Background: an optimization exercise with open tools, aiming at small area. Do not read the settings as production practice. Function was checked by simulation only, so behaviour that the tests miss may differ from the original. The clock input has no modelled driver; a real chip could not lean on it and would need a root buffer or a full tree. Power figures rest on the tool's default switching activity, not on a simulated workload.

## Top
module Top(
    input var logic clk,
    input var logic rst,
    output var logic [3:0] vga_red,
    output var logic [3:0] vga_grn,
    output var logic [3:0] vga_blu,
    output var logic hsync,
    output var logic vsync,
    input var logic raw_up,
    input var logic raw_down,
    input var logic raw_left,
    input var logic raw_right,
    input var logic raw_center,
    output var logic [15:0] led
);
Size in the first run: ~150 flip-flops.
Settings: LEC_CHECK=0, ABC_AREA=1, CAP_MARGIN=0, CORE_MARGIN=2, CORE_UTILIZATION=55, GPL_TIMING_DRIVEN=0, SLEW_MARGIN=0; clock period 10.0 ns.
standard.sh (not shown) runs the stock make flow with config.mk's settings and CLKGATE_MAP_FILE= SYNTH_SCRIPT=/design/flow/synth_recipe.tcl, a recipe that flattens the netlist after the stock synthesis.
==> flow/flow/run.sh <==
#!/bin/bash
# Layout flow: the standard flow (standard.sh) with these changes.
#  1. Synthesis runs ORFS's own synthesis script with a copy of ORFS's
#     scripts folder in which the one ABC call maps the design with each
#     flow/abc_cand_*.script and keeps the smallest result (multi_abc.tcl).
#     Registers are mapped before ABC runs. The standard synthesis is also
#     run on its own, and if the two netlists' registers (instance name, cell
#     type, output net) differ, the standard synthesis is used instead.
#  2. CTS uses clkbuf_8 buffers only and no dummy loads.
#  3. Port buffers are buf_1 cells; constant outputs share one tie cell.
set -euo pipefail
W=$PWD
RES=orfs/results/$FLOW_PLATFORM/Top/base

# the standard synthesis, in a folder of its own
sed -e "s|WORK_HOME=[^ ]*|WORK_HOME=$W/refsyn|" standard.sh > refsyn.sh
bash refsyn.sh synth > "$W/refsyn.log" 2>&1

# the synthesis with the best of several ABC scripts
rm -rf "$W/scripts_abc"
cp -r "$FLOW_HOME/scripts" "$W/scripts_abc"
cp "$W"/flow/abc_cand_*.script "$W/flow/multi_abc.tcl" "$W/scripts_abc/"
python3 - "$W/scripts_abc/synth.tcl" <<'PY'
import sys
p = sys.argv[1]
s = open(p).read()
old = "  log_cmd abc {*}$abc_args\n"
assert s.count(old) == 1
s = s.replace(old, "  source $::env(SCRIPTS_DIR)/multi_abc.tcl\n"
                   "  set ::multi_abc_dir $::env(SCRIPTS_DIR)\n"
                   "  multi_abc $abc_args $lib_args\n")
open(p, "w").write(s)
PY
SCRIPTS_DIR="$W/scripts_abc" bash standard.sh synth > "$W/synth.log" 2>&1

regs() {
  python3 - "$1" <<'PY'
import re, sys
text = open(sys.argv[1]).read()
out = []
for m in re.finditer(r'^\s*(sky130_fd_sc_hd__(?:df|ed|sdf|dl)\w*)\s+(\S+)\s*\((.*?)\);', text, re.M | re.S):
    q = re.search(r'\.Q\(([^)]*)\)', m.group(3))
    out.append((m.group(2), re.sub(r'_\d+$', '', m.group(1)), q.group(1).strip() if q else ''))
for r in sorted(out):
    print(*r)
PY
}
regs "$W/refsyn/results/$FLOW_PLATFORM/Top/base/1_2_yosys.v" > regs_ref.txt
regs "$W/$RES/1_2_yosys.v" > regs_new.txt
if ! cmp -s regs_ref.txt regs_new.txt; then
  echo "registers differ from the standard synthesis; using it" >> "$W/synth.log"
  rm -rf orfs
  bash standard.sh synth > "$W/synth2.log" 2>&1
fi

export PRE_CTS_TCL="$W/flow/manual_cts.tcl"
export MCTS_K=16
export MCTS_BUF=sky130_fd_sc_hd__clkbuf_4
export MCTS_ROOT=sky130_fd_sc_hd__clkbuf_16
export REMOVE_ABC_BUFFERS=1
export BUFFER_PORTS_ARGS="-buffer_cell sky130_fd_sc_hd__buf_1"
export SKIP_REPAIR_TIE_FANOUT=1
bash standard.sh > "$W/layout.log" 2>&1
==> flow/flow/manual_cts.tcl <==
# Clock distribution for a small design, in place of TritonCTS's H-tree:
# the clock port drives MCTS_K buffers (MCTS_BUF), each of which drives the
# clock pins of one cluster of registers (k-means on their placed positions).
# Sourced as PRE_CTS_TCL; it replaces the clock_tree_synthesis command that
# ORFS's cts.tcl then calls.
if { [info commands orig_clock_tree_synthesis] == "" } {
  rename clock_tree_synthesis orig_clock_tree_synthesis
}
proc clock_tree_synthesis { args } {
  set K [expr { [info exists ::env(MCTS_K)] ? $::env(MCTS_K) : 4 }]
  set bufname [expr { [info exists ::env(MCTS_BUF)] ? $::env(MCTS_BUF) : "sky130_fd_sc_hd__clkbuf_8" }]
  set db [ord::get_db]
  set block [ord::get_db_block]
  set master [$db findMaster $bufname]
  set clkport [$block findBTerm clk]
  set clknet [$clkport getNet]
  set sinks {}
  set xs {}
  set ys {}
  foreach it [$clknet getITerms] {
    set inst [$it getInst]
    set bb [$inst getBBox]
    lappend sinks $it
    lappend xs [expr { ([$bb xMin] + [$bb xMax]) / 2.0 }]
    lappend ys [expr { ([$bb yMin] + [$bb yMax]) / 2.0 }]
  }
  set n [llength $sinks]
  # clusters of equal size: split the sinks in halves by the median of the
  # wider coordinate, recursively, until there are K groups (K a power of 2)
  set groups [list [lsearch -all -inline -not [lrepeat $n x] y]]
  set groups [list {}]
  set all {}
  for { set i 0 } { $i < $n } { incr i } { lappend all $i }
  set groups [list $all]
  while { [llength $groups] < $K } {
    set next {}
    foreach g $groups {
      set gx [lmap i $g { lindex $xs $i }]
      set gy [lmap i $g { lindex $ys $i }]
      set wx [expr { [tcl::mathfunc::max {*}$gx] - [tcl::mathfunc::min {*}$gx] }]
      set wy [expr { [tcl::mathfunc::max {*}$gy] - [tcl::mathfunc::min {*}$gy] }]
      set key [expr { $wx >= $wy ? $gx : $gy }]
      set idx [lsort -real -indices $key]
      set h [expr { [llength $g] / 2 }]
      lappend next [lmap j [lrange $idx 0 [expr { $h - 1 }]] { lindex $g $j }]
      lappend next [lmap j [lrange $idx $h end] { lindex $g $j }]
    }
    set groups $next
  }
  set assign [lrepeat $n 0]
  set cx {}
  set cy {}
  set sc {}
  set k 0
  foreach g $groups {
    set sx 0.0
    set sy 0.0
    foreach i $g {
      lset assign $i $k
      set sx [expr { $sx + [lindex $xs $i] }]
      set sy [expr { $sy + [lindex $ys $i] }]
    }
    lappend cx [expr { $sx / [llength $g] }]
    lappend cy [expr { $sy / [llength $g] }]
    lappend sc [llength $g]
    incr k
  }
  set nmid [expr { [info exists ::env(MCTS_MID)] ? $::env(MCTS_MID) : 1 }]
  set srcs [lrepeat $K $clknet]
  if { $K > 4 } {
    set midname [expr { [info exists ::env(MCTS_ROOT)] ? $::env(MCTS_ROOT) : "sky130_fd_sc_hd__clkbuf_8" }]
    set per [expr { $K / $nmid }]
    for { set m 0 } { $m < $nmid } { incr m } {
      set mid [odb::dbInst_create $block [$db findMaster $midname] "clkbuf_m_mid$m"]
      set mnet [odb::dbNet_create $block "clknet_m_mid$m"]
      $mnet setSigType CLOCK
      [$mid findITerm A] connect $clknet
      [$mid findITerm X] connect $mnet
      set mx 0.0
      set my 0.0
      for { set k [expr { $m * $per }] } { $k < [expr { ($m + 1) * $per }] } { incr k } {
        set mx [expr { $mx + [lindex $cx $k] / $per }]
        set my [expr { $my + [lindex $cy $k] / $per }]
        lset srcs $k $mnet
      }
      $mid setLocation [expr { int($mx) }] [expr { int($my) }]
      $mid setPlacementStatus PLACED
    }
  }
  for { set k 0 } { $k < $K } { incr k } {
    set buf [odb::dbInst_create $block $master "clkbuf_m_$k"]
    set net [odb::dbNet_create $block "clknet_m_$k"]
    $net setSigType CLOCK
    [$buf findITerm A] connect [lindex $srcs $k]
    [$buf findITerm X] connect $net
    for { set i 0 } { $i < $n } { incr i } {
      if { [lindex $assign $i] == $k } {
        set it [lindex $sinks $i]
        $it disconnect
        $it connect $net
      }
    }
    $buf setLocation [expr { int([lindex $cx $k]) }] [expr { int([lindex $cy $k]) }]
    $buf setPlacementStatus PLACED
    puts "manual CTS: buffer clkbuf_m_$k drives [lindex $sc $k] clock pins"
  }
  $clknet setSigType CLOCK
  set_propagated_clock [all_clocks]
}
Other scripts of this flow, unchanged in this note and not shown: flow/flow/abc_cand_s15.script, flow/flow/abc_cand_s4.script, flow/flow/multi_abc.tcl
The first run finished clean.
Rerun with:
CAP_MARGIN = 20   (was 0)
CORE_UTILIZATION = 40   (was 55)
SLEW_MARGIN = 20   (was 0)
The new run ran to the end with no violations.
Register-to-register slack gets better by 0.02 ns.
Utilization goes down by 16 points.
Worst setup slack gets better by 0.25 ns.
Power stays flat.
Final area goes up slightly.
Routed wire length goes down slightly.
Fmax goes up by a few percent.
Worst hold slack gets better by 0.0032 ns.
Via count goes down by a few percent.
Global-route usage goes down by 8.5 points.
Die area goes up by well over a third.
Rerun with:
CAP_MARGIN = 0   (was 20)
SLEW_MARGIN = 0   (was 20)
What happened: The changed run finished with timing, DRC and antenna clean; worst setup slack got worse by 0.14 ns; fmax came out lower by 2.2%; critical path depth stays the same; die area stays the same; design area hardly moves; combinational power is about the same.
Rerun with:
--- a/flow/flow/run.sh
+++ b/flow/flow/run.sh
@@ -8,3 +8,9 @@
 #     type, output net) differ, the standard synthesis is used instead.
-#  2. CTS uses clkbuf_8 buffers only and no dummy loads.
+#  2. Clock tree: manual_cts.tcl, sourced before ORFS's CTS step (PRE_CTS_TCL),
+#     replaces TritonCTS's H-tree with a two-level tree: the clock port drives
+#     one root buffer (MCTS_ROOT), which drives MCTS_K leaf buffers (MCTS_BUF),
+#     each driving an equal share of the registers, grouped by recursive
+#     bisection of their placed positions. A leaf whose registers' estimated
+#     clock slew is over MCTS_SLEW ns gets a clkbuf_8. ORFS's CTS step then
+#     legalizes the buffers and repairs timing as usual.
 #  3. Port buffers are buf_1 cells; constant outputs share one tie cell.
@@ -58,3 +64,4 @@
 export MCTS_BUF=sky130_fd_sc_hd__clkbuf_4
-export MCTS_ROOT=sky130_fd_sc_hd__clkbuf_16
+export MCTS_ROOT=sky130_fd_sc_hd__clkbuf_8
+export MCTS_SLEW=0.105
 export REMOVE_ABC_BUFFERS=1
--- a/flow/flow/manual_cts.tcl
+++ b/flow/flow/manual_cts.tcl
@@ -108,2 +108,19 @@
   set_propagated_clock [all_clocks]
+  # leaves whose registers' clock slew (estimated from placement) is above
+  # MCTS_SLEW ns get the bigger MCTS_BIG buffer
+  set lim [expr { [info exists ::env(MCTS_SLEW)] ? $::env(MCTS_SLEW) : 0.100 }]
+  set bigname [expr { [info exists ::env(MCTS_BIG)] ? $::env(MCTS_BIG) : "sky130_fd_sc_hd__clkbuf_8" }]
+  set big [$db findMaster $bigname]
+  estimate_parasitics -placement
+  for { set k 0 } { $k < $K } { incr k } {
+    set worst 0.0
+    foreach pin [get_pins -of_objects [get_nets "clknet_m_$k"] -filter "direction==input"] {
+      set sl [get_property $pin slew_max]
+      if { $sl > $worst } { set worst $sl }
+    }
+    if { $worst > $lim } {
+      [$block findInst "clkbuf_m_$k"] swapMaster $big
+      puts "manual CTS: clkbuf_m_$k drives pins with slew $worst ns; now $bigname"
+    }
+  }
 }
What happened: Area after synthesis stays the same. Utilization stays flat. Register-to-register slack is about the same. Design area hardly moves. Power barely changes. Global-route usage stays flat.
In every run of this note, the design's own scripts or RTL, not TritonCTS, make the clock network.

[re-timing with driven ports]
How much do the figures lean on ideal ports? The routed layouts below were timed once more, with nothing changed but the port constraints.
Step 1 (the two cells are an assumption about what drives the block):
set clk [get_ports {clk}]
set_driving_cell -lib_cell sky130_fd_sc_hd__clkbuf_16 $clk
set_driving_cell -lib_cell sky130_fd_sc_hd__buf_2 [delete_from_list [all_inputs] $clk]
Step 2, shift: input delay + t, output delay - t, t = (earliest + latest rising clock arrival at the registers) / 2. This alone moves slack from input paths to output paths.
Three values: ideal ports, drivers, drivers and shift; two values: the first two.
run | t (ns) | setup slack, ns | slew at the worst register clock pin (ns) | worst data-port slew with drivers (ns) | cell pins on the clock port's net
the first run | 0.441 | 3.565 / 3.526 / 3.967 | 0.12 / 0.12 | 0.03 | 1
the second run | 0.438 | 3.814 / 3.776 / 4.214 | 0.12 / 0.12 | 0.03 | 1
the third run | 0.438 | 3.672 / 3.631 / 4.069 | 0.11 / 0.11 | 0.03 | 1
the fourth run | 0.504 | 3.582 / 3.546 / 4.051 | 0.10 / 0.10 | 0.03 | 1
After both steps every run listed still meets setup and hold.
